Context: an optimization exercise on an open-source flow, tuned for small area, a short achievable clock period and few clock cycles. The choices shown serve that exercise and are no tape-out recipe.
Function was checked by simulation only, so behaviour that the tests miss may differ from the original.

==> design.v <==
`timescale 1ns / 1ps
module mult_param (
    input  [191:0] LANE,
    input  [107:0] ENC,
    output [8*324-1:0] PP
    );
    genvar s, t, i;
    for (s = 0; s < 8; s = s + 1) begin : g_slot
        for (t = 0; t < 9; t = t + 1) begin : g_tap
            wire [7:0] a = LANE[8*(6*(s/4 + t/3) + s%4 + t%3) +: 8];
            wire [8:0] x  = {a[7], a};
            wire [8:0] x2 = {a, 1'b0};
            for (i = 0; i < 4; i = i + 1) begin : g_row
                wire [8:0] p = (({9{ENC[12*t + i]}} & x) | ({9{ENC[12*t + 4 + i]}} & x2)) ^ {9{ENC[12*t + 8 + i]}};
                assign PP[324*s + 36*t + 9*i +: 9] = {~p[8], p[7:0]};
            end
        end
    end
endmodule
`timescale 1ns / 1ps
module subkernel_f (
    input  [323:0] pp,
    input  [21:0] nb,
    output [43:0] cout
    );
    wire f1;
    wire f2;
    wire f3;
    wire f4;
    wire f5;
    wire f6;
    wire f7;
    wire f8;
    wire f9;
    wire f10;
    wire f11;
    wire f12;
    wire f13;
    wire f14;
    wire f15;
    wire f16;
    wire f17;
    wire f18;
    wire f19;
    wire f20;
    wire f21;
    wire f22;
    wire f23;
    wire f24;
    wire f25;
    wire f26;
    wire f27;
    wire f28;
    wire f29;
    wire f30;
    wire f31;
    wire f32;
    wire f33;
    wire f34;
    wire f35;
    wire f36;
    wire f37;
    wire f38;
    wire f39;
    wire f40;
    wire f41;
    wire f42;
    wire f43;
    wire f44;
    wire f45;
    wire f46;
    wire f47;
    wire f48;
    wire f49;
    wire f50;
    wire f51;
    wire f52;
    wire f53;
    wire f54;
    wire f55;
    wire f56;
    wire f57;
    wire f58;
    wire f59;
    wire f60;
    wire f61;
    wire f62;
    wire f63;
    wire f64;
    wire f65;
    wire f66;
    wire f67;
    wire f68;
    wire f69;
    wire f70;
    wire f71;
    wire f72;
    wire f73;
    wire f74;
    wire f75;
    wire f76;
    wire f77;
    wire f78;
    wire f79;
    wire f80;
    wire f81;
    wire f82;
    wire f83;
    wire f84;
    wire f85;
    wire f86;
    wire f87;
    wire f88;
    wire f89;
    wire f90;
    wire f91;
    wire f92;
    wire f93;
    wire f94;
    wire f95;
    wire f96;
    wire f97;
    wire f98;
    wire f99;
    wire f100;
    wire f101;
    wire f102;
    wire f103;
    wire f104;
    wire f105;
    wire f106;
    wire f107;
    wire f108;
    wire f109;
    wire f110;
    wire f111;
    wire f112;
    wire f113;
    wire f114;
    wire f115;
    wire f116;
    wire f117;
    wire f118;
    wire f119;
    wire f120;
    wire f121;
    wire f122;
    wire f123;
    wire f124;
    wire f125;
    wire f126;
    wire f127;
    wire f128;
    wire f129;
    wire f130;
    wire f131;
    wire f132;
    wire f133;
    wire f134;
    wire f135;
    wire f136;
    wire f137;
    wire f138;
    wire f139;
    wire f140;
    wire f141;
    wire f142;
    wire f143;
    wire f144;
    wire f145;
    wire f146;
    wire f147;
    wire f148;
    wire f149;
    wire f150;
    wire f151;
    wire f152;
    wire f153;
    wire f154;
    wire f155;
    wire f156;
    wire f157;
    wire f158;
    wire f159;
    wire f160;
    wire f161;
    wire f162;
    wire f163;
    wire f164;
    wire f165;
    wire f166;
    wire f167;
    wire f168;
    wire f169;
    wire f170;
    wire f171;
    wire f172;
    wire f173;
    wire f174;
    wire f175;
    wire f176;
    wire f177;
    wire f178;
    wire f179;
    wire f180;
    wire f181;
    wire f182;
    wire f183;
    wire f184;
    wire f185;
    wire f186;
    wire f187;
    wire f188;
    wire f189;
    wire f190;
    wire f191;
    wire f192;
    wire f193;
    wire f194;
    wire f195;
    wire f196;
    wire f197;
    wire f198;
    wire f199;
    wire f200;
    wire f201;
    wire f202;
    wire f203;
    wire f204;
    wire f205;
    wire f206;
    wire f207;
    wire f208;
    wire f209;
    wire f210;
    wire f211;
    wire f212;
    wire f213;
    wire f214;
    wire f215;
    wire f216;
    wire f217;
    wire f218;
    wire f219;
    wire f220;
    wire f221;
    wire f222;
    wire f223;
    wire f224;
    wire f225;
    wire f226;
    wire f227;
    wire f228;
    wire f229;
    wire f230;
    wire f231;
    wire f232;
    wire f233;
    wire f234;
    wire f235;
    wire f236;
    wire f237;
    wire f238;
    wire f239;
    wire f240;
    wire f241;
    wire f242;
    wire f243;
    wire f244;
    wire f245;
    wire f246;
    wire f247;
    wire f248;
    wire f249;
    wire f250;
    wire f251;
    wire f252;
    wire f253;
    wire f254;
    wire f255;
    wire f256;
    wire f257;
    wire f258;
    wire f259;
    wire f260;
    wire f261;
    wire f262;
    wire f263;
    wire f264;
    wire f265;
    wire f266;
    wire f267;
    wire f268;
    wire f269;
    wire f270;
    wire f271;
    wire f272;
    wire f273;
    wire f274;
    wire f275;
    wire f276;
    wire f277;
    wire f278;
    wire f279;
    wire f280;
    wire f281;
    wire f282;
    wire f283;
    wire f284;
    wire f285;
    wire f286;
    wire f287;
    wire f288;
    wire f289;
    wire f290;
    wire f291;
    wire f292;
    wire f293;
    wire f294;
    wire f295;
    wire f296;
    wire f297;
    wire f298;
    wire f299;
    wire f300;
    wire f301;
    wire f302;
    wire f303;
    wire f304;
    wire f305;
    wire f306;
    wire f307;
    wire f308;
    wire f309;
    wire f310;
    wire f311;
    wire f312;
    wire f313;
    wire f314;
    wire f315;
    wire f316;
    wire f317;
    wire f318;
    wire f319;
    wire f320;
    wire f321;
    wire f322;
    wire f323;
    wire f324;
    wire f325;
    wire f326;
    wire f327;
    wire f328;
    wire f329;
    wire f330;
    wire f331;
    wire f332;
    wire f333;
    wire f334;
    wire f335;
    wire f336;
    wire f337;
    wire f338;
    wire f339;
    wire f340;
    wire f341;
    wire f342;
    wire f343;
    wire f344;
    wire f345;
    wire f346;
    wire f347;
    wire f348;
    wire f349;
    wire f350;
    wire f351;
    wire f352;
    wire f353;
    wire f354;
    wire f355;
    wire f356;
    wire f357;
    wire f358;
    wire f359;
    wire f360;
    wire f361;
    wire f362;
    wire f363;
    wire f364;
    wire f365;
    wire f366;
    wire f367;
    wire f368;
    wire f369;
    wire f370;
    wire f371;
    wire f372;
    wire f373;
    wire f374;
    wire f375;
    wire f376;
    wire f377;
    wire f378;
    wire f379;
    wire f380;
    wire f381;
    wire f382;
    wire f383;
    wire f384;
    wire f385;
    wire f386;
    wire f387;
    wire f388;
    wire f389;
    wire f390;
    wire f391;
    wire f392;
    wire f393;
    wire f394;
    wire f395;
    wire f396;
    wire f397;
    wire f398;
    wire f399;
    wire f400;
    wire f401;
    wire f402;
    wire f403;
    wire f404;
    wire f405;
    wire f406;
    wire f407;
    wire f408;
    wire f409;
    wire f410;
    wire f411;
    wire f412;
    wire f413;
    wire f414;
    wire f415;
    wire f416;
    wire f417;
    wire f418;
    wire f419;
    wire f420;
    wire f421;
    wire f422;
    wire f423;
    wire f424;
    wire f425;
    wire f426;
    wire f427;
    wire f428;
    wire f429;
    wire f430;
    wire f431;
    wire f432;
    wire f433;
    wire f434;
    wire f435;
    wire f436;
    wire f437;
    wire f438;
    wire f439;
    wire f440;
    wire f441;
    wire f442;
    wire f443;
    wire f444;
    wire f445;
    wire f446;
    wire f447;
    wire f448;
    wire f449;
    wire f450;
    wire f451;
    wire f452;
    wire f453;
    wire f454;
    wire f455;
    wire f456;
    wire f457;
    wire f458;
    wire f459;
    wire f460;
    wire f461;
    wire f462;
    wire f463;
    wire f464;
    wire f465;
    wire f466;
    wire f467;
    wire f468;
    wire f469;
    wire f470;
    wire f471;
    wire f472;
    wire f473;
    wire f474;
    wire f475;
    wire f476;
    wire f477;
    wire f478;
    wire f479;
    wire f480;
    wire f481;
    wire f482;
    wire f483;
    wire f484;
    wire f485;
    wire f486;
    wire f487;
    wire f488;
    wire f489;
    wire f490;
    wire f491;
    wire f492;
    wire f493;
    wire f494;
    wire f495;
    wire f496;
    wire f497;
    wire f498;
    wire f499;
    wire f500;
    wire f501;
    wire f502;
    wire f503;
    wire f504;
    wire f505;
    wire f506;
    wire f507;
    wire f508;
    wire f509;
    wire f510;
    wire f511;
    wire f512;
    wire f513;
    wire f514;
    wire f515;
    wire f516;
    wire f517;
    wire f518;
    wire f519;
    wire f520;
    wire f521;
    wire f522;
    wire f523;
    wire f524;
    wire f525;
    wire f526;
    wire f527;
    wire f528;
    wire f529;
    wire f530;
    wire f531;
    wire f532;
    wire f533;
    wire f534;
    wire f535;
    wire f536;
    wire f537;
    wire f538;
    wire f539;
    wire f540;
    wire f541;
    wire f542;
    wire f543;
    wire f544;
    wire f545;
    wire f546;
    wire f547;
    wire f548;
    wire f549;
    wire f550;
    wire f551;
    wire f552;
    wire f553;
    wire f554;
    wire f555;
    wire f556;
    wire f557;
    wire f558;
    wire f559;
    wire f560;
    fa uf1 (.a(pp[0]), .b(pp[36]), .c(pp[72]), .s(f1), .co(f2));
    fa uf3 (.a(pp[108]), .b(pp[144]), .c(pp[180]), .s(f3), .co(f4));
    fa uf5 (.a(pp[216]), .b(pp[252]), .c(pp[288]), .s(f5), .co(f6));
    fa uf7 (.a(f1), .b(f3), .c(f5), .s(f7), .co(f8));
    fa uf9 (.a(pp[1]), .b(pp[37]), .c(pp[73]), .s(f9), .co(f10));
    fa uf11 (.a(pp[109]), .b(pp[145]), .c(pp[181]), .s(f11), .co(f12));
    fa uf13 (.a(pp[217]), .b(pp[253]), .c(pp[289]), .s(f13), .co(f14));
    fa uf15 (.a(f2), .b(f4), .c(f6), .s(f15), .co(f16));
    fa uf17 (.a(f9), .b(f11), .c(f13), .s(f17), .co(f18));
    fa uf19 (.a(f8), .b(f15), .c(f17), .s(f19), .co(f20));
    fa uf21 (.a(pp[2]), .b(pp[9]), .c(pp[38]), .s(f21), .co(f22));
    fa uf23 (.a(pp[45]), .b(pp[74]), .c(pp[81]), .s(f23), .co(f24));
    fa uf25 (.a(pp[110]), .b(pp[117]), .c(pp[146]), .s(f25), .co(f26));
    fa uf27 (.a(pp[153]), .b(pp[182]), .c(pp[189]), .s(f27), .co(f28));
    fa uf29 (.a(pp[218]), .b(pp[225]), .c(pp[254]), .s(f29), .co(f30));
    fa uf31 (.a(pp[261]), .b(pp[290]), .c(pp[297]), .s(f31), .co(f32));
    fa uf33 (.a(f10), .b(f12), .c(f14), .s(f33), .co(f34));
    fa uf35 (.a(f21), .b(f23), .c(f25), .s(f35), .co(f36));
    fa uf37 (.a(f27), .b(f29), .c(f31), .s(f37), .co(f38));
    fa uf39 (.a(f16), .b(f18), .c(f33), .s(f39), .co(f40));
    fa uf41 (.a(f35), .b(f37), .c(f20), .s(f41), .co(f42));
    fa uf43 (.a(pp[3]), .b(pp[10]), .c(pp[39]), .s(f43), .co(f44));
    fa uf45 (.a(pp[46]), .b(pp[75]), .c(pp[82]), .s(f45), .co(f46));
    fa uf47 (.a(pp[111]), .b(pp[118]), .c(pp[147]), .s(f47), .co(f48));
    fa uf49 (.a(pp[154]), .b(pp[183]), .c(pp[190]), .s(f49), .co(f50));
    fa uf51 (.a(pp[219]), .b(pp[226]), .c(pp[255]), .s(f51), .co(f52));
    fa uf53 (.a(pp[262]), .b(pp[291]), .c(pp[298]), .s(f53), .co(f54));
    fa uf55 (.a(f22), .b(f24), .c(f26), .s(f55), .co(f56));
    fa uf57 (.a(f28), .b(f30), .c(f32), .s(f57), .co(f58));
    fa uf59 (.a(f43), .b(f45), .c(f47), .s(f59), .co(f60));
    fa uf61 (.a(f49), .b(f51), .c(f53), .s(f61), .co(f62));
    fa uf63 (.a(f34), .b(f36), .c(f38), .s(f63), .co(f64));
    fa uf65 (.a(f55), .b(f57), .c(f59), .s(f65), .co(f66));
    fa uf67 (.a(f61), .b(f40), .c(f63), .s(f67), .co(f68));
    fa uf69 (.a(f65), .b(f42), .c(f67), .s(f69), .co(f70));
    fa uf71 (.a(pp[4]), .b(pp[11]), .c(pp[18]), .s(f71), .co(f72));
    fa uf73 (.a(pp[40]), .b(pp[47]), .c(pp[54]), .s(f73), .co(f74));
    fa uf75 (.a(pp[76]), .b(pp[83]), .c(pp[90]), .s(f75), .co(f76));
    fa uf77 (.a(pp[112]), .b(pp[119]), .c(pp[126]), .s(f77), .co(f78));
    fa uf79 (.a(pp[148]), .b(pp[155]), .c(pp[162]), .s(f79), .co(f80));
    fa uf81 (.a(pp[184]), .b(pp[191]), .c(pp[198]), .s(f81), .co(f82));
    fa uf83 (.a(pp[220]), .b(pp[227]), .c(pp[234]), .s(f83), .co(f84));
    fa uf85 (.a(pp[256]), .b(pp[263]), .c(pp[270]), .s(f85), .co(f86));
    fa uf87 (.a(pp[292]), .b(pp[299]), .c(pp[306]), .s(f87), .co(f88));
    fa uf89 (.a(f44), .b(f46), .c(f48), .s(f89), .co(f90));
    fa uf91 (.a(f50), .b(f52), .c(f54), .s(f91), .co(f92));
    fa uf93 (.a(f71), .b(f73), .c(f75), .s(f93), .co(f94));
    fa uf95 (.a(f77), .b(f79), .c(f81), .s(f95), .co(f96));
    fa uf97 (.a(f83), .b(f85), .c(f87), .s(f97), .co(f98));
    fa uf99 (.a(f56), .b(f58), .c(f60), .s(f99), .co(f100));
    fa uf101 (.a(f62), .b(f89), .c(f91), .s(f101), .co(f102));
    fa uf103 (.a(f93), .b(f95), .c(f97), .s(f103), .co(f104));
    fa uf105 (.a(f64), .b(f66), .c(f99), .s(f105), .co(f106));
    fa uf107 (.a(f101), .b(f103), .c(f68), .s(f107), .co(f108));
    fa uf109 (.a(f105), .b(f70), .c(f107), .s(f109), .co(f110));
    fa uf111 (.a(pp[5]), .b(pp[12]), .c(pp[19]), .s(f111), .co(f112));
    fa uf113 (.a(pp[41]), .b(pp[48]), .c(pp[55]), .s(f113), .co(f114));
    fa uf115 (.a(pp[77]), .b(pp[84]), .c(pp[91]), .s(f115), .co(f116));
    fa uf117 (.a(pp[113]), .b(pp[120]), .c(pp[127]), .s(f117), .co(f118));
    fa uf119 (.a(pp[149]), .b(pp[156]), .c(pp[163]), .s(f119), .co(f120));
    fa uf121 (.a(pp[185]), .b(pp[192]), .c(pp[199]), .s(f121), .co(f122));
    fa uf123 (.a(pp[221]), .b(pp[228]), .c(pp[235]), .s(f123), .co(f124));
    fa uf125 (.a(pp[257]), .b(pp[264]), .c(pp[271]), .s(f125), .co(f126));
    fa uf127 (.a(pp[293]), .b(pp[300]), .c(pp[307]), .s(f127), .co(f128));
    fa uf129 (.a(f72), .b(f74), .c(f76), .s(f129), .co(f130));
    fa uf131 (.a(f78), .b(f80), .c(f82), .s(f131), .co(f132));
    fa uf133 (.a(f84), .b(f86), .c(f88), .s(f133), .co(f134));
    fa uf135 (.a(f111), .b(f113), .c(f115), .s(f135), .co(f136));
    fa uf137 (.a(f117), .b(f119), .c(f121), .s(f137), .co(f138));
    fa uf139 (.a(f123), .b(f125), .c(f127), .s(f139), .co(f140));
    fa uf141 (.a(f90), .b(f92), .c(f94), .s(f141), .co(f142));
    fa uf143 (.a(f96), .b(f98), .c(f129), .s(f143), .co(f144));
    fa uf145 (.a(f131), .b(f133), .c(f135), .s(f145), .co(f146));
    fa uf147 (.a(f137), .b(f139), .c(f100), .s(f147), .co(f148));
    fa uf149 (.a(f102), .b(f104), .c(f141), .s(f149), .co(f150));
    fa uf151 (.a(f143), .b(f145), .c(f147), .s(f151), .co(f152));
    fa uf153 (.a(f106), .b(f149), .c(f151), .s(f153), .co(f154));
    fa uf155 (.a(pp[6]), .b(pp[13]), .c(pp[20]), .s(f155), .co(f156));
    fa uf157 (.a(pp[27]), .b(pp[42]), .c(pp[49]), .s(f157), .co(f158));
    fa uf159 (.a(pp[56]), .b(pp[63]), .c(pp[78]), .s(f159), .co(f160));
    fa uf161 (.a(pp[85]), .b(pp[92]), .c(pp[99]), .s(f161), .co(f162));
    fa uf163 (.a(pp[114]), .b(pp[121]), .c(pp[128]), .s(f163), .co(f164));
    fa uf165 (.a(pp[135]), .b(pp[150]), .c(pp[157]), .s(f165), .co(f166));
    fa uf167 (.a(pp[164]), .b(pp[171]), .c(pp[186]), .s(f167), .co(f168));
    fa uf169 (.a(pp[193]), .b(pp[200]), .c(pp[207]), .s(f169), .co(f170));
    fa uf171 (.a(pp[222]), .b(pp[229]), .c(pp[236]), .s(f171), .co(f172));
    fa uf173 (.a(pp[243]), .b(pp[258]), .c(pp[265]), .s(f173), .co(f174));
    fa uf175 (.a(pp[272]), .b(pp[279]), .c(pp[294]), .s(f175), .co(f176));
    fa uf177 (.a(pp[301]), .b(pp[308]), .c(pp[315]), .s(f177), .co(f178));
    fa uf179 (.a(f112), .b(f114), .c(f116), .s(f179), .co(f180));
    fa uf181 (.a(f118), .b(f120), .c(f122), .s(f181), .co(f182));
    fa uf183 (.a(f124), .b(f126), .c(f128), .s(f183), .co(f184));
    fa uf185 (.a(f155), .b(f157), .c(f159), .s(f185), .co(f186));
    fa uf187 (.a(f161), .b(f163), .c(f165), .s(f187), .co(f188));
    fa uf189 (.a(f167), .b(f169), .c(f171), .s(f189), .co(f190));
    fa uf191 (.a(f173), .b(f175), .c(f177), .s(f191), .co(f192));
    fa uf193 (.a(f130), .b(f132), .c(f134), .s(f193), .co(f194));
    fa uf195 (.a(f136), .b(f138), .c(f140), .s(f195), .co(f196));
    fa uf197 (.a(f179), .b(f181), .c(f183), .s(f197), .co(f198));
    fa uf199 (.a(f185), .b(f187), .c(f189), .s(f199), .co(f200));
    fa uf201 (.a(f191), .b(f142), .c(f144), .s(f201), .co(f202));
    fa uf203 (.a(f146), .b(f193), .c(f195), .s(f203), .co(f204));
    fa uf205 (.a(f197), .b(f199), .c(f148), .s(f205), .co(f206));
    fa uf207 (.a(f150), .b(f201), .c(f203), .s(f207), .co(f208));
    fa uf209 (.a(f152), .b(f205), .c(f207), .s(f209), .co(f210));
    fa uf211 (.a(pp[7]), .b(pp[14]), .c(pp[21]), .s(f211), .co(f212));
    fa uf213 (.a(pp[28]), .b(pp[43]), .c(pp[50]), .s(f213), .co(f214));
    fa uf215 (.a(pp[57]), .b(pp[64]), .c(pp[79]), .s(f215), .co(f216));
    fa uf217 (.a(pp[86]), .b(pp[93]), .c(pp[100]), .s(f217), .co(f218));
    fa uf219 (.a(pp[115]), .b(pp[122]), .c(pp[129]), .s(f219), .co(f220));
    fa uf221 (.a(pp[136]), .b(pp[151]), .c(pp[158]), .s(f221), .co(f222));
    fa uf223 (.a(pp[165]), .b(pp[172]), .c(pp[187]), .s(f223), .co(f224));
    fa uf225 (.a(pp[194]), .b(pp[201]), .c(pp[208]), .s(f225), .co(f226));
    fa uf227 (.a(pp[223]), .b(pp[230]), .c(pp[237]), .s(f227), .co(f228));
    fa uf229 (.a(pp[244]), .b(pp[259]), .c(pp[266]), .s(f229), .co(f230));
    fa uf231 (.a(pp[273]), .b(pp[280]), .c(pp[295]), .s(f231), .co(f232));
    fa uf233 (.a(pp[302]), .b(pp[309]), .c(pp[316]), .s(f233), .co(f234));
    fa uf235 (.a(f156), .b(f158), .c(f160), .s(f235), .co(f236));
    fa uf237 (.a(f162), .b(f164), .c(f166), .s(f237), .co(f238));
    fa uf239 (.a(f168), .b(f170), .c(f172), .s(f239), .co(f240));
    fa uf241 (.a(f174), .b(f176), .c(f178), .s(f241), .co(f242));
    fa uf243 (.a(f211), .b(f213), .c(f215), .s(f243), .co(f244));
    fa uf245 (.a(f217), .b(f219), .c(f221), .s(f245), .co(f246));
    fa uf247 (.a(f223), .b(f225), .c(f227), .s(f247), .co(f248));
    fa uf249 (.a(f229), .b(f231), .c(f233), .s(f249), .co(f250));
    fa uf251 (.a(f180), .b(f182), .c(f184), .s(f251), .co(f252));
    fa uf253 (.a(f186), .b(f188), .c(f190), .s(f253), .co(f254));
    fa uf255 (.a(f192), .b(f235), .c(f237), .s(f255), .co(f256));
    fa uf257 (.a(f239), .b(f241), .c(f243), .s(f257), .co(f258));
    fa uf259 (.a(f245), .b(f247), .c(f249), .s(f259), .co(f260));
    fa uf261 (.a(f194), .b(f196), .c(f198), .s(f261), .co(f262));
    fa uf263 (.a(f200), .b(f251), .c(f253), .s(f263), .co(f264));
    fa uf265 (.a(f255), .b(f257), .c(f259), .s(f265), .co(f266));
    fa uf267 (.a(f202), .b(f204), .c(f261), .s(f267), .co(f268));
    fa uf269 (.a(f263), .b(f265), .c(f206), .s(f269), .co(f270));
    fa uf271 (.a(pp[8]), .b(pp[15]), .c(pp[22]), .s(f271), .co(f272));
    fa uf273 (.a(pp[29]), .b(pp[44]), .c(pp[51]), .s(f273), .co(f274));
    fa uf275 (.a(pp[58]), .b(pp[65]), .c(pp[80]), .s(f275), .co(f276));
    fa uf277 (.a(pp[87]), .b(pp[94]), .c(pp[101]), .s(f277), .co(f278));
    fa uf279 (.a(pp[116]), .b(pp[123]), .c(pp[130]), .s(f279), .co(f280));
    fa uf281 (.a(pp[137]), .b(pp[152]), .c(pp[159]), .s(f281), .co(f282));
    fa uf283 (.a(pp[166]), .b(pp[173]), .c(pp[188]), .s(f283), .co(f284));
    fa uf285 (.a(pp[195]), .b(pp[202]), .c(pp[209]), .s(f285), .co(f286));
    fa uf287 (.a(pp[224]), .b(pp[231]), .c(pp[238]), .s(f287), .co(f288));
    fa uf289 (.a(pp[245]), .b(pp[260]), .c(pp[267]), .s(f289), .co(f290));
    fa uf291 (.a(pp[274]), .b(pp[281]), .c(pp[296]), .s(f291), .co(f292));
    fa uf293 (.a(pp[303]), .b(pp[310]), .c(pp[317]), .s(f293), .co(f294));
    fa uf295 (.a(f212), .b(f214), .c(f216), .s(f295), .co(f296));
    fa uf297 (.a(f218), .b(f220), .c(f222), .s(f297), .co(f298));
    fa uf299 (.a(f224), .b(f226), .c(f228), .s(f299), .co(f300));
    fa uf301 (.a(f230), .b(f232), .c(f234), .s(f301), .co(f302));
    fa uf303 (.a(f271), .b(f273), .c(f275), .s(f303), .co(f304));
    fa uf305 (.a(f277), .b(f279), .c(f281), .s(f305), .co(f306));
    fa uf307 (.a(f283), .b(f285), .c(f287), .s(f307), .co(f308));
    fa uf309 (.a(f289), .b(f291), .c(f293), .s(f309), .co(f310));
    fa uf311 (.a(f236), .b(f238), .c(f240), .s(f311), .co(f312));
    fa uf313 (.a(f242), .b(f244), .c(f246), .s(f313), .co(f314));
    fa uf315 (.a(f248), .b(f250), .c(f295), .s(f315), .co(f316));
    fa uf317 (.a(f297), .b(f299), .c(f301), .s(f317), .co(f318));
    fa uf319 (.a(f303), .b(f305), .c(f307), .s(f319), .co(f320));
    fa uf321 (.a(f309), .b(f252), .c(f254), .s(f321), .co(f322));
    fa uf323 (.a(f256), .b(f258), .c(f260), .s(f323), .co(f324));
    fa uf325 (.a(f311), .b(f313), .c(f315), .s(f325), .co(f326));
    fa uf327 (.a(f317), .b(f319), .c(f262), .s(f327), .co(f328));
    fa uf329 (.a(f264), .b(f266), .c(f321), .s(f329), .co(f330));
    fa uf331 (.a(f323), .b(f325), .c(f327), .s(f331), .co(f332));
    fa uf333 (.a(pp[16]), .b(pp[23]), .c(pp[30]), .s(f333), .co(f334));
    fa uf335 (.a(pp[52]), .b(pp[59]), .c(pp[66]), .s(f335), .co(f336));
    fa uf337 (.a(pp[88]), .b(pp[95]), .c(pp[102]), .s(f337), .co(f338));
    fa uf339 (.a(pp[124]), .b(pp[131]), .c(pp[138]), .s(f339), .co(f340));
    fa uf341 (.a(pp[160]), .b(pp[167]), .c(pp[174]), .s(f341), .co(f342));
    fa uf343 (.a(pp[196]), .b(pp[203]), .c(pp[210]), .s(f343), .co(f344));
    fa uf345 (.a(pp[232]), .b(pp[239]), .c(pp[246]), .s(f345), .co(f346));
    fa uf347 (.a(pp[268]), .b(pp[275]), .c(pp[282]), .s(f347), .co(f348));
    fa uf349 (.a(pp[304]), .b(pp[311]), .c(pp[318]), .s(f349), .co(f350));
    fa uf351 (.a(f272), .b(f274), .c(f276), .s(f351), .co(f352));
    fa uf353 (.a(f278), .b(f280), .c(f282), .s(f353), .co(f354));
    fa uf355 (.a(f284), .b(f286), .c(f288), .s(f355), .co(f356));
    fa uf357 (.a(f290), .b(f292), .c(f294), .s(f357), .co(f358));
    fa uf359 (.a(f333), .b(f335), .c(f337), .s(f359), .co(f360));
    fa uf361 (.a(f339), .b(f341), .c(f343), .s(f361), .co(f362));
    fa uf363 (.a(f345), .b(f347), .c(f349), .s(f363), .co(f364));
    fa uf365 (.a(f296), .b(f298), .c(f300), .s(f365), .co(f366));
    fa uf367 (.a(f302), .b(f304), .c(f306), .s(f367), .co(f368));
    fa uf369 (.a(f308), .b(f310), .c(f351), .s(f369), .co(f370));
    fa uf371 (.a(f353), .b(f355), .c(f357), .s(f371), .co(f372));
    fa uf373 (.a(f359), .b(f361), .c(f363), .s(f373), .co(f374));
    fa uf375 (.a(f312), .b(f314), .c(f316), .s(f375), .co(f376));
    fa uf377 (.a(f318), .b(f320), .c(f365), .s(f377), .co(f378));
    fa uf379 (.a(f367), .b(f369), .c(f371), .s(f379), .co(f380));
    fa uf381 (.a(f373), .b(f322), .c(f324), .s(f381), .co(f382));
    fa uf383 (.a(f326), .b(f375), .c(f377), .s(f383), .co(f384));
    fa uf385 (.a(f379), .b(f328), .c(f330), .s(f385), .co(f386));
    fa uf387 (.a(pp[17]), .b(pp[24]), .c(pp[31]), .s(f387), .co(f388));
    fa uf389 (.a(pp[53]), .b(pp[60]), .c(pp[67]), .s(f389), .co(f390));
    fa uf391 (.a(pp[89]), .b(pp[96]), .c(pp[103]), .s(f391), .co(f392));
    fa uf393 (.a(pp[125]), .b(pp[132]), .c(pp[139]), .s(f393), .co(f394));
    fa uf395 (.a(pp[161]), .b(pp[168]), .c(pp[175]), .s(f395), .co(f396));
    fa uf397 (.a(pp[197]), .b(pp[204]), .c(pp[211]), .s(f397), .co(f398));
    fa uf399 (.a(pp[233]), .b(pp[240]), .c(pp[247]), .s(f399), .co(f400));
    fa uf401 (.a(pp[269]), .b(pp[276]), .c(pp[283]), .s(f401), .co(f402));
    fa uf403 (.a(pp[305]), .b(pp[312]), .c(pp[319]), .s(f403), .co(f404));
    fa uf405 (.a(f334), .b(f336), .c(f338), .s(f405), .co(f406));
    fa uf407 (.a(f340), .b(f342), .c(f344), .s(f407), .co(f408));
    fa uf409 (.a(f346), .b(f348), .c(f350), .s(f409), .co(f410));
    fa uf411 (.a(f387), .b(f389), .c(f391), .s(f411), .co(f412));
    fa uf413 (.a(f393), .b(f395), .c(f397), .s(f413), .co(f414));
    fa uf415 (.a(f399), .b(f401), .c(f403), .s(f415), .co(f416));
    fa uf417 (.a(f352), .b(f354), .c(f356), .s(f417), .co(f418));
    fa uf419 (.a(f358), .b(f360), .c(f362), .s(f419), .co(f420));
    fa uf421 (.a(f364), .b(f405), .c(f407), .s(f421), .co(f422));
    fa uf423 (.a(f409), .b(f411), .c(f413), .s(f423), .co(f424));
    fa uf425 (.a(f415), .b(f366), .c(f368), .s(f425), .co(f426));
    fa uf427 (.a(f370), .b(f372), .c(f374), .s(f427), .co(f428));
    fa uf429 (.a(f417), .b(f419), .c(f421), .s(f429), .co(f430));
    fa uf431 (.a(f423), .b(f376), .c(f378), .s(f431), .co(f432));
    fa uf433 (.a(f380), .b(f425), .c(f427), .s(f433), .co(f434));
    fa uf435 (.a(f429), .b(f382), .c(f384), .s(f435), .co(f436));
    fa uf437 (.a(pp[25]), .b(pp[32]), .c(pp[61]), .s(f437), .co(f438));
    fa uf439 (.a(pp[68]), .b(pp[97]), .c(pp[104]), .s(f439), .co(f440));
    fa uf441 (.a(pp[133]), .b(pp[140]), .c(pp[169]), .s(f441), .co(f442));
    fa uf443 (.a(pp[176]), .b(pp[205]), .c(pp[212]), .s(f443), .co(f444));
    fa uf445 (.a(pp[241]), .b(pp[248]), .c(pp[277]), .s(f445), .co(f446));
    fa uf447 (.a(pp[284]), .b(pp[313]), .c(pp[320]), .s(f447), .co(f448));
    fa uf449 (.a(f388), .b(f390), .c(f392), .s(f449), .co(f450));
    fa uf451 (.a(f394), .b(f396), .c(f398), .s(f451), .co(f452));
    fa uf453 (.a(f400), .b(f402), .c(f404), .s(f453), .co(f454));
    fa uf455 (.a(f437), .b(f439), .c(f441), .s(f455), .co(f456));
    fa uf457 (.a(f443), .b(f445), .c(f447), .s(f457), .co(f458));
    fa uf459 (.a(f406), .b(f408), .c(f410), .s(f459), .co(f460));
    fa uf461 (.a(f412), .b(f414), .c(f416), .s(f461), .co(f462));
    fa uf463 (.a(f449), .b(f451), .c(f453), .s(f463), .co(f464));
    fa uf465 (.a(f455), .b(f457), .c(f418), .s(f465), .co(f466));
    fa uf467 (.a(f420), .b(f422), .c(f424), .s(f467), .co(f468));
    fa uf469 (.a(f459), .b(f461), .c(f463), .s(f469), .co(f470));
    fa uf471 (.a(f465), .b(f426), .c(f428), .s(f471), .co(f472));
    fa uf473 (.a(f430), .b(f467), .c(f469), .s(f473), .co(f474));
    fa uf475 (.a(f432), .b(f434), .c(f471), .s(f475), .co(f476));
    fa uf477 (.a(pp[26]), .b(pp[33]), .c(pp[62]), .s(f477), .co(f478));
    fa uf479 (.a(pp[69]), .b(pp[98]), .c(pp[105]), .s(f479), .co(f480));
    fa uf481 (.a(pp[134]), .b(pp[141]), .c(pp[170]), .s(f481), .co(f482));
    fa uf483 (.a(pp[177]), .b(pp[206]), .c(pp[213]), .s(f483), .co(f484));
    fa uf485 (.a(pp[242]), .b(pp[249]), .c(pp[278]), .s(f485), .co(f486));
    fa uf487 (.a(pp[285]), .b(pp[314]), .c(pp[321]), .s(f487), .co(f488));
    fa uf489 (.a(f438), .b(f440), .c(f442), .s(f489), .co(f490));
    fa uf491 (.a(f444), .b(f446), .c(f448), .s(f491), .co(f492));
    fa uf493 (.a(f477), .b(f479), .c(f481), .s(f493), .co(f494));
    fa uf495 (.a(f483), .b(f485), .c(f487), .s(f495), .co(f496));
    fa uf497 (.a(f450), .b(f452), .c(f454), .s(f497), .co(f498));
    fa uf499 (.a(f456), .b(f458), .c(f489), .s(f499), .co(f500));
    fa uf501 (.a(f491), .b(f493), .c(f495), .s(f501), .co(f502));
    fa uf503 (.a(f460), .b(f462), .c(f464), .s(f503), .co(f504));
    fa uf505 (.a(f497), .b(f499), .c(f501), .s(f505), .co(f506));
    fa uf507 (.a(f466), .b(f468), .c(f470), .s(f507), .co(f508));
    fa uf509 (.a(f503), .b(f505), .c(f472), .s(f509), .co(f510));
    fa uf511 (.a(pp[34]), .b(pp[70]), .c(pp[106]), .s(f511), .co(f512));
    fa uf513 (.a(pp[142]), .b(pp[178]), .c(pp[214]), .s(f513), .co(f514));
    fa uf515 (.a(pp[250]), .b(pp[286]), .c(pp[322]), .s(f515), .co(f516));
    fa uf517 (.a(f478), .b(f480), .c(f482), .s(f517), .co(f518));
    fa uf519 (.a(f484), .b(f486), .c(f488), .s(f519), .co(f520));
    fa uf521 (.a(f511), .b(f513), .c(f515), .s(f521), .co(f522));
    fa uf523 (.a(f490), .b(f492), .c(f494), .s(f523), .co(f524));
    fa uf525 (.a(f496), .b(f517), .c(f519), .s(f525), .co(f526));
    fa uf527 (.a(f521), .b(f498), .c(f500), .s(f527), .co(f528));
    fa uf529 (.a(f502), .b(f523), .c(f525), .s(f529), .co(f530));
    fa uf531 (.a(f504), .b(f506), .c(f527), .s(f531), .co(f532));
    fa uf533 (.a(f529), .b(f508), .c(f531), .s(f533), .co(f534));
    fa uf535 (.a(pp[35]), .b(pp[71]), .c(pp[107]), .s(f535), .co(f536));
    fa uf537 (.a(pp[143]), .b(pp[179]), .c(pp[215]), .s(f537), .co(f538));
    fa uf539 (.a(pp[251]), .b(pp[287]), .c(pp[323]), .s(f539), .co(f540));
    fa uf541 (.a(f512), .b(f514), .c(f516), .s(f541), .co(f542));
    fa uf543 (.a(f535), .b(f537), .c(f539), .s(f543), .co(f544));
    fa uf545 (.a(f518), .b(f520), .c(f522), .s(f545), .co(f546));
    fa uf547 (.a(f541), .b(f543), .c(f524), .s(f547), .co(f548));
    fa uf549 (.a(f526), .b(f545), .c(f547), .s(f549), .co(f550));
    fa uf551 (.a(f528), .b(f530), .c(f549), .s(f551), .co(f552));
    fa uf553 (.a(f536), .b(f538), .c(f540), .s(f553), .co(f554));
    fa uf555 (.a(f542), .b(f544), .c(f553), .s(f555), .co(f556));
    fa uf557 (.a(f546), .b(f555), .c(f548), .s(f557), .co(f558));
    fa uf559 (.a(f554), .b(f556), .c(f558), .s(f559), .co(f560));
    assign cout[0] = f7;    
    assign cout[1] = f19;    
    assign cout[2] = f39;    
    assign cout[3] = f41;    
    assign cout[4] = f69;    
    assign cout[5] = f109;    
    assign cout[6] = f108;    
    assign cout[7] = f153;    
    assign cout[8] = f110;    
    assign cout[9] = f154;    
    assign cout[10] = f209;    
    assign cout[11] = f208;    
    assign cout[12] = f267;    
    assign cout[13] = f269;    
    assign cout[14] = f210;    
    assign cout[15] = f268;    
    assign cout[16] = f329;    
    assign cout[17] = f270;    
    assign cout[18] = f331;    
    assign cout[19] = f381;    
    assign cout[20] = f383;    
    assign cout[21] = f332;    
    assign cout[22] = f385;    
    assign cout[23] = f431;    
    assign cout[24] = f433;    
    assign cout[25] = f386;    
    assign cout[26] = f435;    
    assign cout[27] = f473;    
    assign cout[28] = f436;    
    assign cout[29] = f475;    
    assign cout[30] = f474;    
    assign cout[31] = f507;    
    assign cout[32] = f509;    
    assign cout[33] = f476;    
    assign cout[34] = f510;    
    assign cout[35] = f533;    
    assign cout[36] = f532;    
    assign cout[37] = f551;    
    assign cout[38] = f534;    
    assign cout[39] = f550;    
    assign cout[40] = f557;    
    assign cout[41] = f552;    
    assign cout[42] = f559;    
    assign cout[43] = f560;    
endmodule
module subkernel_b (
    input  [43:0] cin,
    input  [21:0] nb,
    output [21:0] result
    );
    wire b1;
    wire b2;
    wire b3;
    wire b4;
    wire b5;
    wire b6;
    wire b7;
    wire b8;
    wire b9;
    wire b10;
    wire b11;
    wire b12;
    wire b13;
    wire b14;
    wire b15;
    wire b16;
    wire b17;
    wire b18;
    wire b19;
    wire b20;
    wire b21;
    wire b22;
    wire b23;
    wire b24;
    wire b25;
    wire b26;
    wire b27;
    wire b28;
    wire b29;
    wire b30;
    wire b31;
    wire b32;
    wire b33;
    wire b34;
    wire b35;
    wire b36;
    wire b37;
    wire b38;
    wire b39;
    wire b40;
    wire b41;
    wire b42;
    wire b43;
    wire b44;
    wire b45;
    wire b46;
    wire b47;
    wire b48;
    wire b49;
    wire b50;
    wire b51;
    wire b52;
    wire b53;
    wire b54;
    wire b55;
    wire b56;
    wire b57;
    wire b58;
    wire b59;
    wire b60;
    wire b61;
    wire b62;
    wire b63;
    wire b64;
    wire b65;
    wire b66;
    assign b1 = cin[2] ^ cin[3];
    assign b2 = cin[2] & cin[3];
    assign b3 = cin[4] ^ b2;
    assign b4 = cin[4] & b2;
    assign b5 = cin[5] ^ nb[4];
    assign b6 = cin[5] & nb[4];
    fa ub7 (.a(cin[6]), .b(cin[7]), .c(cin[8]), .s(b7), .co(b8));
    assign b9 = nb[5] ^ b7;
    assign b10 = nb[5] & b7;
    fa ub11 (.a(cin[9]), .b(cin[10]), .c(nb[6]), .s(b11), .co(b12));
    assign b13 = b8 ^ b10;
    assign b14 = b8 & b10;
    fa ub15 (.a(cin[11]), .b(cin[12]), .c(cin[13]), .s(b15), .co(b16));
    fa ub17 (.a(cin[14]), .b(nb[7]), .c(b15), .s(b17), .co(b18));
    assign b19 = b12 ^ b17;
    assign b20 = b12 & b17;
    fa ub21 (.a(cin[15]), .b(cin[16]), .c(cin[17]), .s(b21), .co(b22));
    fa ub23 (.a(cin[18]), .b(nb[8]), .c(b16), .s(b23), .co(b24));
    fa ub25 (.a(b21), .b(b18), .c(b23), .s(b25), .co(b26));
    fa ub27 (.a(cin[19]), .b(cin[20]), .c(cin[21]), .s(b27), .co(b28));
    fa ub29 (.a(cin[22]), .b(nb[9]), .c(b22), .s(b29), .co(b30));
    fa ub31 (.a(b27), .b(b24), .c(b29), .s(b31), .co(b32));
    fa ub33 (.a(cin[23]), .b(cin[24]), .c(cin[25]), .s(b33), .co(b34));
    fa ub35 (.a(cin[26]), .b(nb[10]), .c(b28), .s(b35), .co(b36));
    fa ub37 (.a(b33), .b(b30), .c(b35), .s(b37), .co(b38));
    fa ub39 (.a(cin[27]), .b(cin[28]), .c(cin[29]), .s(b39), .co(b40));
    fa ub41 (.a(nb[11]), .b(b34), .c(b39), .s(b41), .co(b42));
    assign b43 = b36 ^ b41;
    assign b44 = b36 & b41;
    fa ub45 (.a(cin[30]), .b(cin[31]), .c(cin[32]), .s(b45), .co(b46));
    fa ub47 (.a(cin[33]), .b(nb[12]), .c(b40), .s(b47), .co(b48));
    fa ub49 (.a(b45), .b(b42), .c(b47), .s(b49), .co(b50));
    fa ub51 (.a(cin[34]), .b(cin[35]), .c(nb[13]), .s(b51), .co(b52));
    fa ub53 (.a(b46), .b(b51), .c(b48), .s(b53), .co(b54));
    fa ub55 (.a(cin[36]), .b(cin[37]), .c(cin[38]), .s(b55), .co(b56));
    fa ub57 (.a(nb[14]), .b(b55), .c(b52), .s(b57), .co(b58));
    fa ub59 (.a(cin[39]), .b(cin[40]), .c(cin[41]), .s(b59), .co(b60));
    fa ub61 (.a(nb[15]), .b(b56), .c(b59), .s(b61), .co(b62));
    fa ub63 (.a(cin[42]), .b(nb[16]), .c(b60), .s(b63), .co(b64));
    assign b65 = cin[43] ^ nb[17];
    assign b66 = cin[43] & nb[17];
    wire [21:0] ra = {nb[21], nb[20], nb[19], nb[18], b64, b62, b58, b54, b50, b44, b38, b32, b26, b20, b14, b11, b6, b4, nb[3], nb[2], cin[1], cin[0]};
    wire [21:0] rb = {1'b0, 1'b0, 1'b0, b66, b65, b63, b61, b57, b53, b49, b43, b37, b31, b25, b19, b13, b9, b5, b3, b1, nb[1], nb[0]};
    assign result = ra + rb;
endmodule
module fa (input a, b, c, output s, co);
    wire x = a ^ b;
    assign s = x ^ c;
    assign co = (a & b) | (x & c);
endmodule
`timescale 1ns / 1ps
module kernel#(parameter BIT_SIZE = 8,
               parameter INPUT_WIDTH=6,
               parameter INPUT_HEIGHT=6,
               parameter CHANNEL_SIZE=1,
               parameter SUBKERNEL_OUT_BIT = 20,
               parameter KERNEL_WIDTH = 3,
               parameter KERNEL_HEIGHT = 3,
               parameter STRIDE = 1,
               parameter OUTPUT_WIDTH = (INPUT_WIDTH - KERNEL_WIDTH) / STRIDE + 1,
               parameter OUTPUT_HEIGHT = (INPUT_HEIGHT - KERNEL_HEIGHT) / STRIDE + 1,
               parameter CHANNEL_EXTENSION_BIT = 2
               )(
    input [INPUT_WIDTH*INPUT_HEIGHT*CHANNEL_SIZE*BIT_SIZE-1:0] input_buffer,
    input [KERNEL_WIDTH*KERNEL_HEIGHT*CHANNEL_SIZE*BIT_SIZE-1:0] kernel_buffer,
    input signed [BIT_SIZE-1:0] bias,
    input clock,reset,enable,
    output  [(SUBKERNEL_OUT_BIT + CHANNEL_EXTENSION_BIT)*OUTPUT_WIDTH*OUTPUT_HEIGHT - 1 :0] conv_result,
    output reg done
    );
    localparam RW = 22;
    localparam NC = 44;
    localparam PPW = 324;
    wire [191:0] lane = reset ? input_buffer[0 +: 192] : input_buffer[96 +: 192];
    wire [107:0] enc;
    wire [21:0] nb;
    wire [8:0] negs [0:3];
    genvar t, i, r, c;
    for (t = 0; t < 9; t = t + 1) begin : g_w
        wire [7:0] w = kernel_buffer[8*t +: 8];
        wire [8:0] wx = {w, 1'b0};
        for (i = 0; i < 4; i = i + 1) begin : g_d
            wire b2 = wx[2*i+2], b1 = wx[2*i+1], b0 = wx[2*i];
            assign enc[12*t + i]     = b1 ^ b0;
            assign enc[12*t + 4 + i] = (b2 & ~b1 & ~b0) | (~b2 & b1 & b0);
            assign enc[12*t + 8 + i] = b2;
            assign negs[i][t] = b2;
        end
    end
    wire nbs1;
    wire nbs2;
    wire nbs3;
    wire nbs4;
    wire nbs5;
    wire nbs6;
    wire nbs7;
    wire nbs8;
    wire nbs9;
    wire nbs10;
    wire nbs11;
    wire nbs12;
    wire nbs13;
    wire nbs14;
    wire nbs15;
    wire nbs16;
    wire nbs17;
    wire nbs18;
    wire nbs19;
    wire nbs20;
    wire nbs21;
    wire nbs22;
    wire nbs23;
    wire nbs24;
    wire nbs25;
    wire nbs26;
    wire nbs27;
    wire nbs28;
    wire nbs29;
    wire nbs30;
    wire nbs31;
    wire nbs32;
    wire nbs33;
    wire nbs34;
    wire nbs35;
    wire nbs36;
    wire nbs37;
    wire nbs38;
    wire nbs39;
    wire nbs40;
    wire nbs41;
    wire nbs42;
    wire nbs43;
    wire nbs44;
    wire nbs45;
    wire nbs46;
    wire nbs47;
    wire nbs48;
    wire nbs49;
    wire nbs50;
    wire nbs51;
    wire nbs52;
    wire nbs53;
    wire nbs54;
    wire nbs55;
    wire nbs56;
    wire nbs57;
    wire nbs58;
    wire nbs59;
    wire nbs60;
    wire nbs61;
    wire nbs62;
    wire nbs63;
    wire nbs64;
    wire nbs65;
    wire nbs66;
    wire nbs67;
    wire nbs68;
    wire nbs69;
    wire nbs70;
    wire nbs71;
    wire nbs72;
    wire nbs73;
    wire nbs74;
    wire nbs75;
    wire nbs76;
    wire nbs77;
    wire nbs78;
    wire nbs79;
    wire nbs80;
    wire nbs81;
    wire nbs82;
    wire nbs83;
    wire nbs84;
    assign nbs3 = bias[0] ^ negs[0][0];
    assign nbs1 = nbs3 ^ negs[0][1];
    assign nbs2 = (bias[0] & negs[0][0]) | (nbs3 & negs[0][1]);
    assign nbs6 = negs[0][2] ^ negs[0][3];
    assign nbs4 = nbs6 ^ negs[0][4];
    assign nbs5 = (negs[0][2] & negs[0][3]) | (nbs6 & negs[0][4]);
    assign nbs9 = negs[0][5] ^ negs[0][6];
    assign nbs7 = nbs9 ^ negs[0][7];
    assign nbs8 = (negs[0][5] & negs[0][6]) | (nbs9 & negs[0][7]);
    assign nbs12 = negs[0][8] ^ nbs1;
    assign nbs10 = nbs12 ^ nbs4;
    assign nbs11 = (negs[0][8] & nbs1) | (nbs12 & nbs4);
    assign nbs15 = bias[1] ^ nbs2;
    assign nbs13 = nbs15 ^ nbs5;
    assign nbs14 = (bias[1] & nbs2) | (nbs15 & nbs5);
    assign nbs16 = nbs8 ^ nbs11;
    assign nbs17 = nbs8 & nbs11;
    assign nbs20 = bias[2] ^ negs[1][0];
    assign nbs18 = nbs20 ^ negs[1][1];
    assign nbs19 = (bias[2] & negs[1][0]) | (nbs20 & negs[1][1]);
    assign nbs23 = negs[1][2] ^ negs[1][3];
    assign nbs21 = nbs23 ^ negs[1][4];
    assign nbs22 = (negs[1][2] & negs[1][3]) | (nbs23 & negs[1][4]);
    assign nbs26 = negs[1][5] ^ negs[1][6];
    assign nbs24 = nbs26 ^ negs[1][7];
    assign nbs25 = (negs[1][5] & negs[1][6]) | (nbs26 & negs[1][7]);
    assign nbs29 = negs[1][8] ^ nbs18;
    assign nbs27 = nbs29 ^ nbs21;
    assign nbs28 = (negs[1][8] & nbs18) | (nbs29 & nbs21);
    assign nbs32 = nbs24 ^ nbs14;
    assign nbs30 = nbs32 ^ nbs27;
    assign nbs31 = (nbs24 & nbs14) | (nbs32 & nbs27);
    assign nbs35 = bias[3] ^ nbs19;
    assign nbs33 = nbs35 ^ nbs22;
    assign nbs34 = (bias[3] & nbs19) | (nbs35 & nbs22);
    assign nbs38 = nbs25 ^ nbs28;
    assign nbs36 = nbs38 ^ nbs33;
    assign nbs37 = (nbs25 & nbs28) | (nbs38 & nbs33);
    assign nbs41 = bias[4] ^ negs[2][0];
    assign nbs39 = nbs41 ^ negs[2][1];
    assign nbs40 = (bias[4] & negs[2][0]) | (nbs41 & negs[2][1]);
    assign nbs44 = negs[2][2] ^ negs[2][3];
    assign nbs42 = nbs44 ^ negs[2][4];
    assign nbs43 = (negs[2][2] & negs[2][3]) | (nbs44 & negs[2][4]);
    assign nbs47 = negs[2][5] ^ negs[2][6];
    assign nbs45 = nbs47 ^ negs[2][7];
    assign nbs46 = (negs[2][5] & negs[2][6]) | (nbs47 & negs[2][7]);
    assign nbs50 = negs[2][8] ^ nbs39;
    assign nbs48 = nbs50 ^ nbs42;
    assign nbs49 = (negs[2][8] & nbs39) | (nbs50 & nbs42);
    assign nbs53 = nbs45 ^ nbs34;
    assign nbs51 = nbs53 ^ nbs48;
    assign nbs52 = (nbs45 & nbs34) | (nbs53 & nbs48);
    assign nbs56 = bias[5] ^ nbs40;
    assign nbs54 = nbs56 ^ nbs43;
    assign nbs55 = (bias[5] & nbs40) | (nbs56 & nbs43);
    assign nbs59 = nbs46 ^ nbs49;
    assign nbs57 = nbs59 ^ nbs54;
    assign nbs58 = (nbs46 & nbs49) | (nbs59 & nbs54);
    assign nbs62 = bias[6] ^ negs[3][0];
    assign nbs60 = nbs62 ^ negs[3][1];
    assign nbs61 = (bias[6] & negs[3][0]) | (nbs62 & negs[3][1]);
    assign nbs65 = negs[3][2] ^ negs[3][3];
    assign nbs63 = nbs65 ^ negs[3][4];
    assign nbs64 = (negs[3][2] & negs[3][3]) | (nbs65 & negs[3][4]);
    assign nbs68 = negs[3][5] ^ negs[3][6];
    assign nbs66 = nbs68 ^ negs[3][7];
    assign nbs67 = (negs[3][5] & negs[3][6]) | (nbs68 & negs[3][7]);
    assign nbs71 = negs[3][8] ^ nbs60;
    assign nbs69 = nbs71 ^ nbs63;
    assign nbs70 = (negs[3][8] & nbs60) | (nbs71 & nbs63);
    assign nbs74 = nbs66 ^ nbs55;
    assign nbs72 = nbs74 ^ nbs69;
    assign nbs73 = (nbs66 & nbs55) | (nbs74 & nbs69);
    assign nbs77 = ~bias[7] ^ 1'b1;
    assign nbs75 = nbs77 ^ nbs61;
    assign nbs76 = (~bias[7] & 1'b1) | (nbs77 & nbs61);
    assign nbs80 = nbs64 ^ nbs67;
    assign nbs78 = nbs80 ^ nbs75;
    assign nbs79 = (nbs64 & nbs67) | (nbs80 & nbs75);
    assign nbs81 = nbs70 ^ nbs78;
    assign nbs82 = nbs70 & nbs78;
    assign nbs83 = nbs76 ^ nbs79;
    assign nbs84 = nbs76 & nbs79;
    assign nb = {1'b1, 1'b1, 1'b1, 1'b1, 1'b0, 1'b1, 1'b0, 1'b0, 1'b0, 1'b0, 1'b0, 1'b0, 1'b1, nbs82, nbs73, nbs58, nbs52, nbs37, nbs31, nbs17, nbs13, nbs7} + {1'b0, 1'b0, 1'b0, 1'b0, 1'b0, 1'b0, 1'b0, 1'b0, 1'b0, 1'b0, 1'b0, 1'b0, nbs84, nbs83, nbs81, nbs72, nbs57, nbs51, nbs36, nbs30, nbs16, nbs10};
    wire [8*PPW-1:0] pp;
    mult_param mp (.LANE(lane), .ENC(enc), .PP(pp));
    reg [8*NC-1:0] st;
    reg [21:0] nb_q;
    reg [8*RW-1:0] lo;
    wire [8*RW-1:0] fin;
    reg ph;
    for (r = 0; r < 2; r = r + 1) begin : g_r
        for (c = 0; c < 4; c = c + 1) begin : g_c
            wire [NC-1:0] f_out;
            subkernel_f skf (.pp(pp[PPW*(4*r+c) +: PPW]), .nb(nb), .cout(f_out));
            always @(posedge clock) st[NC*(4*r+c) +: NC] <= f_out;
            subkernel_b skb (.cin(st[NC*(4*r+c) +: NC]), .nb(nb_q), .result(fin[RW*(4*r+c) +: RW]));
        end
    end
    always @(posedge clock) begin
        nb_q <= nb;
        ph <= reset;
        if (ph) lo <= fin;
        done <= ~reset;
    end
    assign conv_result = {fin, lo};
endmodule
==> flow/run.sh <==
#!/bin/bash
# The standard layout (the standard.sh, unchanged synthesis and steps),
# with plain buffers (buf_2) as the port buffers instead of the default
# delay-cell buffers.  All tool output goes to the ORFS logs and to
# standard_sh.log in this folder.
set -euo pipefail
export BUFFER_PORTS_ARGS="-buffer_cell sky130_fd_sc_hd__buf_2"
bash standard.sh > standard_sh.log 2>&1
==> standard.sh <==
#!/bin/bash
# synth_recipe.tcl (not shown) runs the flow's synth.tcl, then flattens the netlist and writes it again
# the make line also repeats each setting of config.mk as NAME=value (left out here)
make -C /OpenROAD-flow-scripts/flow DESIGN_CONFIG=/design/flow/config.mk WORK_HOME=/design/flow/orfs CLKGATE_MAP_FILE= SYNTH_SCRIPT=/design/flow/synth_recipe.tcl "${@:-finish}"
==> config.mk <==
export PLATFORM = sky130hd
export DESIGN_NAME = kernel
export DESIGN_NICKNAME = kernel
export VERILOG_FILES = /design/flow/design.v
export SDC_FILE = /design/flow/constraint.sdc
export NUM_CORES = 4
export LEC_CHECK = 0
export ABC_AREA = 0
export CAP_MARGIN = 40
export CORE_MARGIN = 2
export CORE_UTILIZATION = 35
export PLACE_DENSITY = 0.5
export SETUP_SLACK_MARGIN = 1.0
export SLEW_MARGIN = 40
export SYNTH_HIERARCHICAL = 1
export SYNTH_MINIMUM_KEEP_SIZE = 0
==> constraint.sdc <==
create_clock -name core_clock -period 7.0 [get_ports {clock}]
set_input_delay 1.4000 -clock core_clock [delete_from_list [all_inputs] [get_ports {clock}]]
set_output_delay 1.4000 -clock core_clock [all_outputs]
set_load 0.01 [all_outputs]
==> results.txt, run 1 <==
port bufs=722; largest net degree at the start of global routing=89; fmax=165.5 MHz; CP Max Fanout=32; R2R setup slack=3.42 ns; Initial Utilization=35.18%; routed via count=103800; clk sinks=541; GRT Overall Usage=34.59%; Most common cell on crit path=fa_1; dpl hpwl=448.5 mm; I/O pin total=724; routability cong.=0.9871; commonest non-fill, non-tap cell in the layout=fa_1; layout cells sized above 1=19.59%; top cells by area, synth=fa_1 38%, xnor2_1 16%, a22oi_1 8.6%; post-synthesis cell area=0.1299 mm^2; crit-path cells=buf_8 -> buf_12 -> buf_4 -> mux2_2 -> buf_4 -> a22oi_1 -> xnor2_1 -> fa_1 -> fa_1 -> fa_1 -> fa_1 -> fa_1 -> fa_1; EDFF count, synth=176; library cells used by synthesis=50; FF-to-FF path depth=10; GRT overflow=0; die area=0.3759 mm^2; footprint of the multi-input gates=0.1058 mm^2; Crit. End Element=flop; initial drt markers=16400; Antenna Nets Post-Route=0; setup TNS=0 ns; asr flop ratio synth=0%; Crit path required time=7.68 ns; Max-Slew Margin vs Limit=29.73%; critical path depth=13; RSZ-0062 raised after global routing=false; Fin Hold WS=0.5785 ns; total CTS buffers=81; area leader, netlist=fa_1; Clock Latency Late Sink=0.86 ns; worst setup path endpoint=st[165]; r2r startpoint=st[191]; Arr. time, crit path=6.72 ns; row count=223; worst setup path start=reset; final slew viol count=0; Core Box Area=0.3691 mm^2; die width=613.1 um; post-layout min period=6.042 ns; Warnings, synthesis=7; drt drc=0; CTS clock-pin slew for the worst setup and hold paths=0.06 ns; syn_area_per_cell=11.37 um^2; Pre-Repair DR Iteration Count=9; outcome=complete, no violations; Final Net Count=14240; post-route cell area=0.1384 mm^2; Synth Flop Type=dfxtp_1; drt total wl=660.8 mm; Hold Path Class=reg -> reg; vias in the first global route=108700; WL/cell=40.78 um; reg2reg end=lo[108]; post-synthesis cell count=11420; first-pass GRT wire length=896.8 mm; clk_skew=0.06838 ns; crit start category=input pin; Least-Margin Pin Slew=1.054 ns; Setup CP Type=in -> reg; Root Driver=clkbuf_16; Seq/Total Area, Yosys=9.697%; Hold-fix buffers, CTS=0; number of H-tree levels=3; Final Hold Viols=0; most frequent cells in the layout=2475 x fa_1, 2386 x xnor2_1, 1496 x a22oi_1; max cap viols=0; initial antenna violation count=72; Area after DPL=0.1352 mm^2; CP max-delay cell=fa_1; crit path buf inv count=4; crit-path leading delay family=adder cells; Clock Path Buffers=4; Synth-to-Final Area Change=6.611%; Via density=6.405; period utilization=86.31%; TritonCTS clock tree=built; flops & latches, synth=541; final setup fails=0; CP max stage delay=0.79 ns; Seq. cell area=0.01264 mm^2; Filler Cell Count=35910; Hold Path Origin=st[264]; area share of the largest cell type after synthesis=38.16%; Die Y=613.1 um
worst min-delay path by stage:
stage / cells past startpoint / to / slack, ns
after floorplan: 1 / lo[0] / 0.58
after global placement: 0 / lo[105] / 0.57
after detailed placement: 0 / lo[109] / 0.57
after CTS: 1 / lo[132] / 0.60
after global routing: 1 / lo[132] / 0.60
final: 1 / lo[132] / 0.58
cells by family (layout without fill, tap and decap cells):
logic type | Yosys count | count (layout) | synth area share [%]
xor gates and xnor gates | 2769 | 2769 | 18.68
DFF | 541 | 541 | 9.697
adders and majority gates | 2704 | 2704 | 40.36
other | 2 | 161 | 0.005783
and+or+nand+nor | 701 | 701 | 2.464
AOI/OAI and AO/OA | 2770 | 2770 | 17.16
buffers and inverters | 1740 | 1417 | 9.965
muxes | 193 | 193 | 1.673
state kept, by name (all words and copies together) (netlist names):
signal,cells
st,352
lo,176
nb_q,11
ph,1
done,1
repair_timing:
| item | CTS | global route |
|---|---|---|
| cloned | 0 | 0 |
| gates resized for setup | 7 | 5 |
| setup buffers | 0 | 5 |
| setup endpoints to repair | 24 | 21 |
synth_stat cells (9+ instances only):
| library cell | count |
|---|---|
| a2111oi_4 | 9 |
| a21o_1 | 66 |
| a21oi_1 | 189 |
| a22oi_1 | 1496 |
| a22oi_2 | 520 |
| a31oi_1 | 16 |
| and3_1 | 10 |
| and3_4 | 9 |
| and4_1 | 16 |
| buf_2 | 498 |
| buf_4 | 733 |
| buf_6 | 399 |
| clkbuf_1 | 22 |
| clkbuf_2 | 31 |
| dfxtp_1 | 365 |
| edfxtp_1 | 176 |
| fa_1 | 2475 |
| ha_1 | 229 |
| inv_1 | 55 |
| mux2_2 | 192 |
| nand2_1 | 428 |
| nand2b_1 | 34 |
| nand3_1 | 57 |
| nand3b_1 | 25 |
| nand4_1 | 16 |
| nor2_1 | 71 |
| nor3_1 | 10 |
| o21ai_0 | 120 |
| o21ai_1 | 270 |
| o2bb2ai_1 | 16 |
| o31a_1 | 16 |
| xnor2_1 | 2389 |
| xor2_1 | 380 |
through the flow:
stage	setup slack [ns]	util (%)	cells
final	0.9580	37.50	16210
after global routing	1.009	37.48	16180
after CTS	1.000	37.38	16160
after detailed placement	0.3144	36.62	16010
after global placement	0.2932	36.52	16000
after floorplan	1.107	-	11550
Yosys stat by module, one instance, submodules excluded:
module / area (um^2) / flip-flops and latches / cells
fa: 20.02 / 0 / 1
kernel: 16750 / 541 / 988
mult_param: 52890 / 0 / 6480
subkernel_f: 330.3 / 0 / 44
subkernel_b: 1091 / 0 / 145
per-layer routing:
metal | GRT usage, % | part of all wire, % | up-vias
li1 | - | - | 37770
met1 | 44.38 | 38 | 53730
met2 | 46.93 | 39 | 9903
met3 | 17.15 | 16 | 2322
met4 | 18.63 | 6.6 | 66
met5 | 0.4520 | 0.083 | -
final cells by class:
| cell class | count | share of cell area [%] |
|---|---|---|
| clock inverter | 41 | 0.2892 |
| tap | 4950 | 4.474 |
| timing repair buffer | 1217 | 7.779 |
| inverter | 55 | 0.1491 |
| antenna | 33 | 0.05965 |
| clock buffer | 104 | 1.699 |
| multi-input combinational | 9265 | 76.42 |
| sequential | 541 | 9.128 |
Testbench counts, summed over its fixed seeds: cycles 192.
==> inputs of run 2 (changes only) <==
--- a/config.mk
+++ b/config.mk
@@ -10,7 +10,7 @@
 export CORE_MARGIN = 2
 export CORE_UTILIZATION = 35
 export PLACE_DENSITY = 0.5
-export SETUP_SLACK_MARGIN = 1.0
+export SETUP_SLACK_MARGIN = 1.5
 export SLEW_MARGIN = 40
 export SYNTH_HIERARCHICAL = 1
 export SYNTH_MINIMUM_KEEP_SIZE = 0
==> results.txt, run 2 <==
Max-Slew Margin vs Limit=28.21%; initial drt markers=15440; R2R setup slack=3.53 ns; Arr. time, crit path=4.23 ns; layer with the highest usage=met2; Root Driver=clkbuf_16; simple-gate portion of the synthesized area=2.464%; period utilization=80.47%; final slew viol count=0; flops & latches, synth=541; Seq. cell area=0.01267 mm^2; outcome=complete, no violations; Synth Area in Compound Gates=17.16%; port bufs=722; GRT Overall Usage=35.45%; die area=0.3759 mm^2; Final Hold Viols=0; footprint of the multi-input gates=0.1091 mm^2; number of H-tree levels=3; Synth-to-Final Area Change=10.31%; CTS clock-pin slew for the worst setup and hold paths=0.06 ns; Regs by FF count=st (352), lo (176), nb_q (11); Initial Utilization=35.18%; commonest non-fill, non-tap cell in the layout=xnor2_1; Filler Cell Count=35750; Seq/Total Area, Yosys=9.697%; post-synthesis cell count=11420; Top reg by flops=st; Core Box Area=0.3691 mm^2; fmax=177.5 MHz; largest family of logic cells by synthesized area=adder cells; Warnings, synthesis=7; Least-Margin Pin Slew=1.077 ns; post-synthesis cell area=0.1299 mm^2; Die Y=613.1 um; Crit. End Element=output port; routed via count=104200; TritonCTS clock tree=built; Via density=6.376; most frequent cells in the layout=2364 x xnor2_1, 2200 x fa_1, 1390 x a22oi_1; first-pass GRT wire length=915.6 mm; asr flop ratio synth=0%; XOR/XNOR share of the synthesized area=18.68%; GR Util met3=15.53%; largest net degree at the start of global routing=79; multiplexer share of the synthesized area=1.673%; Hold-fix buffers, CTS=0; Antenna Nets Post-Route=0; vias in the first global route=109100; dpl hpwl=467.4 mm; clk sinks=541; Crit path required time=5.60 ns; Hold Path Class=reg -> reg; area share of the largest cell type after synthesis=38.16%; area leader, netlist=fa_1; total CTS buffers=81; Synth Flop Type=dfxtp_1; GRT overflow=0; initial antenna violation count=63; drt drc=0; Clock Latency Late Sink=0.85 ns; Adder-Cell Fraction of Synth Area=40.36%; Clock Path Buffers=4; die width=613.1 um; top cell types by occurrence after synthesis=2475 x fa_1, 2389 x xnor2_1, 1496 x a22oi_1; max reg flops=352; routability cong.=0.9939; I/O pin total=724; WL/cell=41.57 um; setup TNS=0 ns; crit start category=flop; Final Net Count=14390; final setup fails=0; met2 usage=49.01%; row count=223; met1 Use GR=45.02%; RSZ-0062 raised after global routing=true; clk_skew=0.03797 ns; EDFF count, synth=176; library cells used by synthesis=50; post-layout min period=5.633 ns; Pre-Repair DR Iteration Count=8; max cap viols=0; drt total wl=679.6 mm; syn_area_per_cell=11.37 um^2; count leader, synth=fa_1; CP Max Fanout=4; layout cells sized above 1=26.47%; Setup CP Type=reg -> out; top cells by area, synth=fa_1 38%, xnor2_1 16%, a22oi_1 8.6%
run 2: cell counts after synthesis:
Identical to the previous run, type by type.
run 2: per-module statistics from Yosys, one instance, submodules excluded:
module | cells inside | times used | cell area [um^2]
fa | 1 | 2440 | 20.02
kernel | 988 | 1 | 16750
mult_param | 6480 | 1 | 52890
subkernel_b | 145 | 8 | 1091
subkernel_f | 44 | 8 | 330.3
run 2: worst paths after layout:
| kind | to | depth (start not counted) | startpoint |
|---|---|---|---|
| max | conv_result[344] | 11 | st[321] |
| min | lo[110] | 1 | st[220] |
| max reg2reg | lo[172] | 11 | st[321] |
| min reg2reg | lo[110] | 1 | st[220] |
run 2: worst max-delay path: stages, from the launching register on:
cell     delay, ns
dfxtp_1       0.32
fa_2          0.39
fa_2          0.54
fa_2          0.53
ha_4          0.36
o21ai_2       0.07
a32oi_1       0.18
o31a_1        0.26
nand2_1       0.13
o21ai_2       0.14
xor2_1        0.27
buf_2         0.19
run 2: repair_timing:
action | in CTS | in global routing
pin swaps | 110 | 148
buffers inserted | 51 | 53
gates cloned | 3 | 4
resized for setup | 232 | 301
setup endpoints to repair | 186 | 184
run 2: logic make-up after synthesis:
| logic type | count (synthesis) |
|---|---|
| other cells | 2 |
| simple gates | 701 |
| flops | 541 |
| compound gates | 2770 |
| buf+inv | 1740 |
| mux | 193 |
| fa+ha+maj | 2704 |
| xor+xnor | 2769 |
run 2: layer usage:
metal	vias up	share of wire [%]
li1	38060	-
met1	54170	37
met3	2504	15
met5	-	0.081
met2	9430	40
met4	64	7.8
run 2: metrics by stage:
step	cell area, um^2	util, %	hold slack, ns	setup slack (ns)	instances
floorplan	131700	-	0.5834	1.443	11550
global placement	136100	36.86	0.5754	0.2612	16050
detailed placement	136500	36.99	0.5753	0.3462	16070
CTS	141100	38.23	0.5946	1.310	16270
global route	143200	38.79	0.6065	1.323	16330
finish	143200	38.81	0.5735	1.367	16350
run 2: layout make-up:
cell class	count	share of cell area [%]
Timing Repair Buffer	1370	8.519
Clock buffer	104	1.663
Tap cell	4950	4.324
Inverter	55	0.1441
Sequential cell	541	8.842
Multi-Input combinational cell	9267	76.18
Antenna cell	19	0.03319
Clock inverter	41	0.2961

[static timing again, ports no longer ideal]
No port has a modelled driver above. Below, the same layouts with a new extraction and two added sets of constraints. Step 1, drivers: a clkbuf_16 drives clock and a buf_2 each remaining input, both assumed. Step 2 adds t to the input delays and takes it off the output delays; t is the mean of the earliest and latest rising clock arrival at the registers after step 1. Input paths then give back, and output paths get back, about the clock's delay inside the block. Three values: no drivers, after step 1, after step 2; two values: the first two.
| run | t (ns) | setup slack, ns | slew at the worst register clock pin (ns) |
|---|---|---|---|
| run 1 | 0.945 | 0.958 / 1.015 / 0.070 | 0.07 / 0.07 |
| run 2 | 0.948 | 1.367 / 1.247 / 0.466 | 0.09 / 0.09 |
After both steps every run listed still meets setup and hold. For run 2, which loses most, drivers alone change the setup slack by -0.120 ns; drivers and shift together by -0.901 ns.
